Background: an optimization exercise with open tools, aiming at small area. Do not read the settings as production practice. Where RTL was checked, it was by simulation tests only, not by an equivalence proof against the original. Power figures rest on the tool's default switching activity, not on a simulated workload.

main:
==> module vga_sprite_car_core, before the edit <==
module vga_sprite_car_core
   #(parameter CD = 12,    
               ADDR_WIDTH = 13,
               KEY_COLOR = 0
   )
   (
    input  logic clk, reset,
    input  logic [10:0] x, y,
    input  logic cs,
    input  logic write,
    input  logic [13:0] addr,
    input  logic [31:0] wr_data,
    input  logic [11:0] si_rgb,
    output logic [11:0] so_rgb
   );
   localparam N = 20;
   logic [10:0] xo [0:N-1];
   logic [10:0] yo [0:N-1];
   logic [3:0]  ct [0:N-1];
   logic [N-1:0] vld;
   logic bypass_reg;
   logic wr_reg;
   logic [5:0] a;
   logic a_x, a_y, a_c;
   assign wr_reg = cs & write & addr[13];
   assign a = addr[5:0];
   always_comb begin
      a_x = 1'b0; a_y = 1'b0; a_c = 1'b0;
      for (int k = 0; k < N; k++) begin
         if (a == 6'(3*k+1)) a_x = 1'b1;
         if (a == 6'(3*k+2)) a_y = 1'b1;
         if (a == 6'(3*k+3)) a_c = 1'b1;
      end
   end
   logic [10:0] dx, dy;
   logic [3:0]  dc;
   assign dx = ~(wr_data[10:0] & {11{a_x}});    
   assign dy = ~(wr_data[10:0] & {11{a_y}});
   assign dc = wr_data[3:0] & {4{a_c}};
   always_ff @(posedge clk, posedge reset)
      if (reset)
         bypass_reg <= 1'b0;
      else if (wr_reg && a == 6'd0)
         bypass_reg <= wr_data[0];
   logic [5:0] x_hi_m1, y_hi_m1;
   logic x_hi_nz, y_hi_nz, base_hit;
   assign x_hi_m1 = x[10:5] - 6'd1;
   assign y_hi_m1 = y[10:5] - 6'd1;
   assign x_hi_nz = |x[10:5];
   assign y_hi_nz = |y[10:5];
   assign base_hit = ~x_hi_nz & ~y_hi_nz;    
   logic [N-1:0] hit;
   logic [14:0] d [0:N-1];
   genvar i;
   generate
      for (i = 0; i < N; i++) begin : spr
         logic ws, hx, hy;
         assign ws = wr_reg && a >= 6'(3*i+1) && a <= 6'(3*i+3);
         always_ff @(posedge clk)
            if (ws & (a_x | ~vld[i])) xo[i] <= dx;
         always_ff @(posedge clk)
            if (ws & (a_y | ~vld[i])) yo[i] <= dy;
         always_ff @(posedge clk)
            if (ws & (a_c | ~vld[i])) ct[i] <= dc;
         always_ff @(posedge clk, posedge reset)
            if (reset)
               vld[i] <= 1'b0;
            else if (ws)
               vld[i] <= 1'b1;
         car_src hxu (.p(x), .p_hi_m1(x_hi_m1), .p_hi_nz(x_hi_nz), .p0(~xo[i]), .hit(hx));
         car_src hyu (.p(y), .p_hi_m1(y_hi_m1), .p_hi_nz(y_hi_nz), .p0(~yo[i]), .hit(hy));
         assign hit[i] = vld[i] ? (hx & hy) : base_hit;
         assign d[i] = {vld[i], ct[i], ~yo[i][4:0], ~xo[i][4:0]};
      end
   endgenerate
   logic [15:0] t0 [0:19];
   logic [15:0] t1 [0:9];
   logic [15:0] t2 [0:4];
   logic [15:0] t3 [0:2];
   logic [15:0] t4 [0:1];
   logic [15:0] t5;
   function automatic logic [15:0] pick(input logic [15:0] lo, input logic [15:0] hi);
      pick = {lo[15] | hi[15], lo[15] ? lo[14:0] : hi[14:0]};
   endfunction
   always_comb begin
      for (int k = 0; k < N; k++)
         t0[k] = {(k == N-1) ? 1'b1 : hit[k], d[k]};
      for (int k = 0; k < 10; k++)
         t1[k] = pick(t0[2*k], t0[2*k+1]);
      for (int k = 0; k < 5; k++)
         t2[k] = pick(t1[2*k], t1[2*k+1]);
      t3[0] = pick(t2[0], t2[1]);
      t3[1] = pick(t2[2], t2[3]);
      t3[2] = t2[4];
      t4[0] = pick(t3[0], t3[1]);
      t4[1] = t3[2];
      t5 = pick(t4[0], t4[1]);
   end
   logic [14:0] ds, de;
   assign ds = t5[14:0];
   assign de = ds[14] ? ds : 15'd0;
   logic covered;
   assign covered = |hit;
   logic [4:0] xr, yr, xm;
   logic [3:0] yf;
   logic [1:0] img, body, code;
   assign xr = x[4:0] - de[4:0];
   assign yr = y[4:0] - de[9:5];
   assign img = de[11:10];
   assign body = de[13:12];
   assign xm = xr ^ {5{img[0]}};
   assign yf = yr[3:0] ^ {4{yr[4]}};
   car_ram_lut rom (.yf(yf), .xm(xm), .code(code));
   logic [1:0] code_reg, ecode_reg, body_reg;
   always_ff @(posedge clk)
      code_reg <= img[1] ? 2'd0 : code;
   always_ff @(posedge clk) begin
      ecode_reg <= covered ? code_reg : 2'd0;
      body_reg <= body;
   end
   logic [11:0] spr_rgb;
   always_comb
      case (ecode_reg)
         2'd1: spr_rgb = 12'h0f0;
         2'd2:
            case (body_reg)
               2'd0: spr_rgb = 12'hfff;
               2'd1: spr_rgb = 12'hf00;
               2'd2: spr_rgb = 12'hfa0;
               default: spr_rgb = 12'h088;
            endcase
         default: spr_rgb = 12'hf00;
      endcase
   assign so_rgb = (bypass_reg || ecode_reg == 2'd0) ? si_rgb : spr_rgb;
endmodule
export LEC_CHECK = 0
export ABC_AREA = 1
export CAP_MARGIN = 10
export CORE_MARGIN = 2
export CORE_UTILIZATION = 40
export PLACE_DENSITY = 0.6
export SLEW_MARGIN = 10
export SYNTH_MEMORY_MAX_BITS = 16384
create_clock -name core_clock -period 10.0 [get_ports {clk}]
standard.sh (not shown) runs the stock make flow with config.mk's settings and CLKGATE_MAP_FILE= SYNTH_SCRIPT=/design/flow/synth_recipe.tcl, a recipe that flattens the netlist after the stock synthesis.
==> flow/flow/run.sh <==
#!/bin/bash
# The standard layout (standard.sh, the standard synthesis script included) with
# three changes made through ORFS's own variables:
#  - ABC maps the logic for area only (flow/abc_area.script: deepsyn, then
#    area-oriented &nf map with the delay target relaxed, no buffering or upsizing);
#  - clock tree synthesis without dummy loads;
#  - the port buffers are the smallest buffer cell.
# Registers are untouched: ABC runs without -dff, so the standard synthesis's
# flip-flops, their names and cell types, are kept.
set -euo pipefail
W=$PWD
rm -rf "$W/scripts_local"
cp -r "$FLOW_HOME/scripts" "$W/scripts_local"
cp "$W/flow/abc_area.script" "$W/scripts_local/abc_area.script"
export SCRIPTS_DIR="$W/scripts_local"
export CTS_ARGS="-sink_clustering_enable -repair_clock_nets -dont_use_dummy_load -buf_list sky130_fd_sc_hd__clkbuf_16 -sink_clustering_size 20 -sink_clustering_max_diameter 100"
export BUFFER_PORTS_ARGS="-buffer_cell sky130_fd_sc_hd__buf_1"
bash standard.sh > "$W/standard_flow.log" 2>&1
==> flow/flow/abc_area.script <==
strash
&get -n
&deepsyn -J 10 -T 900
&put
strash
&get -n
&nf -p -R 1000
&put
topo
dnsize -c
Input-level comparison between the feature branch and main:
--- a/flow/design.v
+++ b/flow/design.v
@@ -432,32 +432,20 @@
          assign d[i] = {vld[i], ct[i], ~yo[i][4:0], ~xo[i][4:0]};
       end
    endgenerate
-   logic [15:0] t0 [0:19];
-   logic [15:0] t1 [0:9];
-   logic [15:0] t2 [0:4];
-   logic [15:0] t3 [0:2];
-   logic [15:0] t4 [0:1];
-   logic [15:0] t5;
-   function automatic logic [15:0] pick(input logic [15:0] lo, input logic [15:0] hi);
-      pick = {lo[15] | hi[15], lo[15] ? lo[14:0] : hi[14:0]};
-   endfunction
+   logic [N-1:0] sel, above;
    always_comb begin
+      above[0] = 1'b0;
+      for (int k = 1; k < N; k++)
+         above[k] = above[k-1] | hit[k-1];
       for (int k = 0; k < N; k++)
-         t0[k] = {(k == N-1) ? 1'b1 : hit[k], d[k]};
-      for (int k = 0; k < 10; k++)
-         t1[k] = pick(t0[2*k], t0[2*k+1]);
-      for (int k = 0; k < 5; k++)
-         t2[k] = pick(t1[2*k], t1[2*k+1]);
-      t3[0] = pick(t2[0], t2[1]);
-      t3[1] = pick(t2[2], t2[3]);
-      t3[2] = t2[4];
-      t4[0] = pick(t3[0], t3[1]);
-      t4[1] = t3[2];
-      t5 = pick(t4[0], t4[1]);
+         sel[k] = (k == N-1 ? 1'b1 : hit[k]) & ~above[k] & vld[k];
+   end
+   logic [13:0] de;
+   always_comb begin
+      de = 14'd0;
+      for (int k = 0; k < N; k++)
+         de = de | ({14{sel[k]}} & d[k][13:0]);
    end
-   logic [14:0] ds, de;
-   assign ds = t5[14:0];
-   assign de = ds[14] ? ds : 15'd0;
    logic covered;
    assign covered = |hit;
    logic [4:0] xr, yr, xm;
Notes after the runs:
- Although the feature branch finished all stages, its layout failed final checks on setup timing.
- The initial cell density of the core of main and that of the feature branch are within noise of each other.
- The feature branch reports its launching element of the worst setup path as x[0] while main reports x[1].
- Delta (the feature branch minus main): sequential element share of the synthesized area stayed essentially flat, combinational share of power has increased, count of buffers not belonging to the clock network in the layout now larger, post-synth net total now smaller.
For the feature branch, only the layout was checked, not whether the RTL still works.

========
## lane 1
Another version of the RTL of vga_sprite_car_core (not shown whole).
For scale: ~2300 cells after synthesis, ~96 I/O pins, ~28000 um2 of cells after synthesis.
==> module vga_sprite_car_core, before the edit <==
module vga_sprite_car_core
   #(parameter CD = 12,    
               ADDR_WIDTH = 13,
               KEY_COLOR = 0
   )
   (
    input  logic clk, reset,
    input  logic [10:0] x, y,
    input  logic cs,
    input  logic write,
    input  logic [13:0] addr,
    input  logic [31:0] wr_data,
    input  logic [11:0] si_rgb,
    output logic [11:0] so_rgb
   );
   localparam N = 20;
   logic [10:0] xo [0:N-1];
   logic [10:0] yo [0:N-1];
   logic [3:0]  ct [0:N-1];
   logic [N-1:0] vld;
   logic bypass_reg;
   logic wr_reg;
   logic [5:0] a;
   logic a_x, a_y, a_c;
   assign wr_reg = cs & write & addr[13];
   assign a = addr[5:0];
   always_comb begin
      a_x = 1'b0; a_y = 1'b0; a_c = 1'b0;
      for (int k = 0; k < N; k++) begin
         if (a == 6'(3*k+1)) a_x = 1'b1;
         if (a == 6'(3*k+2)) a_y = 1'b1;
         if (a == 6'(3*k+3)) a_c = 1'b1;
      end
   end
   logic [10:0] dx, dy;
   logic [3:0]  dc;
   assign dx = ~(wr_data[10:0] & {11{a_x}});    
   assign dy = ~(wr_data[10:0] & {11{a_y}});
   assign dc = wr_data[3:0] & {4{a_c}};
   always_ff @(posedge clk, posedge reset)
      if (reset)
         bypass_reg <= 1'b0;
      else if (wr_reg && a == 6'd0)
         bypass_reg <= wr_data[0];
   logic [5:0] x_hi_m1, y_hi_m1;
   logic x_hi_nz, y_hi_nz, base_hit;
   assign x_hi_m1 = x[10:5] - 6'd1;
   assign y_hi_m1 = y[10:5] - 6'd1;
   assign x_hi_nz = |x[10:5];
   assign y_hi_nz = |y[10:5];
   assign base_hit = ~x_hi_nz & ~y_hi_nz;    
   logic [N-1:0] hit;
   logic [14:0] d [0:N-1];
   genvar i;
   generate
      for (i = 0; i < N; i++) begin : spr
         logic ws, hx, hy;
         assign ws = wr_reg && a >= 6'(3*i+1) && a <= 6'(3*i+3);
         always_ff @(posedge clk)
            if (ws & (a_x | ~vld[i])) xo[i] <= dx;
         always_ff @(posedge clk)
            if (ws & (a_y | ~vld[i])) yo[i] <= dy;
         always_ff @(posedge clk)
            if (ws & (a_c | ~vld[i])) ct[i] <= dc;
         always_ff @(posedge clk, posedge reset)
            if (reset)
               vld[i] <= 1'b0;
            else if (ws)
               vld[i] <= 1'b1;
         car_src hxu (.p(x), .p_hi_m1(x_hi_m1), .p_hi_nz(x_hi_nz), .p0(~xo[i]), .hit(hx));
         car_src hyu (.p(y), .p_hi_m1(y_hi_m1), .p_hi_nz(y_hi_nz), .p0(~yo[i]), .hit(hy));
         assign hit[i] = vld[i] ? (hx & hy) : base_hit;
         assign d[i] = {vld[i], ct[i], ~yo[i][4:0], ~xo[i][4:0]};
      end
   endgenerate
   logic [15:0] t0 [0:19];
   logic [15:0] t1 [0:9];
   logic [15:0] t2 [0:4];
   logic [15:0] t3 [0:2];
   logic [15:0] t4 [0:1];
   logic [15:0] t5;
   function automatic logic [15:0] pick(input logic [15:0] lo, input logic [15:0] hi);
      pick = {lo[15] | hi[15], lo[15] ? lo[14:0] : hi[14:0]};
   endfunction
   always_comb begin
      for (int k = 0; k < N; k++)
         t0[k] = {(k == N-1) ? 1'b1 : hit[k], d[k]};
      for (int k = 0; k < 10; k++)
         t1[k] = pick(t0[2*k], t0[2*k+1]);
      for (int k = 0; k < 5; k++)
         t2[k] = pick(t1[2*k], t1[2*k+1]);
      t3[0] = pick(t2[0], t2[1]);
      t3[1] = pick(t2[2], t2[3]);
      t3[2] = t2[4];
      t4[0] = pick(t3[0], t3[1]);
      t4[1] = t3[2];
      t5 = pick(t4[0], t4[1]);
   end
   logic [14:0] ds, de;
   assign ds = t5[14:0];
   assign de = ds[14] ? ds : 15'd0;
   logic covered;
   assign covered = |hit;
   logic [4:0] xr, yr, xm;
   logic [3:0] yf;
   logic [1:0] img, body, code;
   assign xr = x[4:0] - de[4:0];
   assign yr = y[4:0] - de[9:5];
   assign img = de[11:10];
   assign body = de[13:12];
   assign xm = xr ^ {5{img[0]}};
   assign yf = yr[3:0] ^ {4{yr[4]}};
   logic [3:0] yf_reg;
   logic [4:0] xm_reg;
   logic blank_reg;
   always_ff @(posedge clk) begin
      yf_reg <= yf;
      xm_reg <= xm;
      blank_reg <= img[1];
   end
   car_ram_lut rom (.yf(yf_reg), .xm(xm_reg), .code(code));
   logic [1:0] ecode_reg, body_reg;
   always_ff @(posedge clk) begin
      ecode_reg <= (covered && !blank_reg) ? code : 2'd0;
      body_reg <= body;
   end
   logic [11:0] spr_rgb;
   always_comb
      case (ecode_reg)
         2'd1: spr_rgb = 12'h0f0;
         2'd2:
            case (body_reg)
               2'd0: spr_rgb = 12'hfff;
               2'd1: spr_rgb = 12'hf00;
               2'd2: spr_rgb = 12'hfa0;
               default: spr_rgb = 12'h088;
            endcase
         default: spr_rgb = 12'hf00;
      endcase
   assign so_rgb = (bypass_reg || ecode_reg == 2'd0) ? si_rgb : spr_rgb;
endmodule
clock: 10.0 ns
lec_check: 0
abc_area: 1
cap_margin: 10
core_margin: 2
core_utilization: 40
place_density: 0.6
slew_margin: 10
synth_memory_max_bits: 16384
==> flow/flow/abc_area.script <==
strash
&get -n
&deepsyn -J 10 -T 900
&put
strash
&get -n
&nf -p -R 1000
&put
topo
buffer -c -N 12
dnsize -c
Scripts as last shown in full above: flow/flow/run.sh
What lane 2 does differently from lane 1 at the input level:
-- flow/design.v --
<<< lane 1, line 470
   assign xm = xr ^ {5{img[0]}};
   assign yf = yr[3:0] ^ {4{yr[4]}};
   logic [3:0] yf_reg;
   logic [4:0] xm_reg;
   logic blank_reg;
   always_ff @(posedge clk) begin
      yf_reg <= yf;
      xm_reg <= xm;
      blank_reg <= img[1];
   end
   car_ram_lut rom (.yf(yf_reg), .xm(xm_reg), .code(code));
   logic [1:0] ecode_reg, body_reg;
   always_ff @(posedge clk) begin
      ecode_reg <= (covered && !blank_reg) ? code : 2'd0;
      body_reg <= body;
   end
>>> lane 2, line 470
   assign xm = xr ^ {5{img[0]}};
   assign yf = yr[3:0] ^ {4{yr[4]}};
   car_ram_lut rom (.yf(yf), .xm(xm), .code(code));
   logic [1:0] code_reg, ecode_reg, body_reg;
   always_ff @(posedge clk)
      code_reg <= img[1] ? 2'd0 : code;
   always_ff @(posedge clk) begin
      ecode_reg <= covered ? code_reg : 2'd0;
      body_reg <= body;
   end
==> notes.md <==
Lane 1: done, clean on timing, DRC and antenna
Lane 2: flow completed, timing, DRC and antenna clean
Combinational power (lane 2 over lane 1): increase, 13%
In the reports for lane 2 and lane 1, the larger core utilization belongs to lane 2.
Sequential share of cell area (lower): lane 2
Summary of lane 2 over lane 1: worst ir drop on vdd now larger, number of well-tap cells placed now smaller.
In the reports for lane 2 and lane 1, the smaller latest clock arrival within the worst-skew pair belongs to lane 2.
Compared with lane 1, lane 2 shows static power due to leakage higher by 0.00019 uW.
Post-CTS setup-driven buffer insertion count: lane 1 vs lane 2 identical

==> separate check: timing with driven ports <==
Ports are ideal in the flow. The routed layouts listed here were re-timed in OpenROAD.
Step 1 (the two cells are an assumption about what drives the block):
set clk [get_ports {clk}]
set_driving_cell -lib_cell sky130_fd_sc_hd__clkbuf_16 $clk
set_driving_cell -lib_cell sky130_fd_sc_hd__buf_2 [delete_from_list [all_inputs] $clk]
Step 2 times the ports against the registers' clock, not the clock port: input delays grow and output delays shrink by t, the midpoint of the rising clock arrivals with the driver on.
Three values: ideal, step 1, step 2; two values: the first two.
run | t (ns) | slack for setup (ns) | worst setup path at the end | latest minus earliest clock arrival (ns)
main | 0.665 | 1.053 / 1.029 / 0.364 | input to register | 0.046 / 0.046
the feature branch | 0.657 | -0.605 / -0.612 / -1.269 | input to register | 0.042 / 0.042
lane 1 | 0.683 | 1.124 / 1.164 / 0.481 | input to register | 0.035 / 0.034
lane 2 | 0.673 | 0.300 / 0.336 / -0.337 | input to register | 0.027 / 0.027
Met with ideal ports but missed after step 2: setup timing in lane 2. The setup slack of main, which loses most, moves by -0.024 ns with the drivers and by -0.689 ns with both steps.
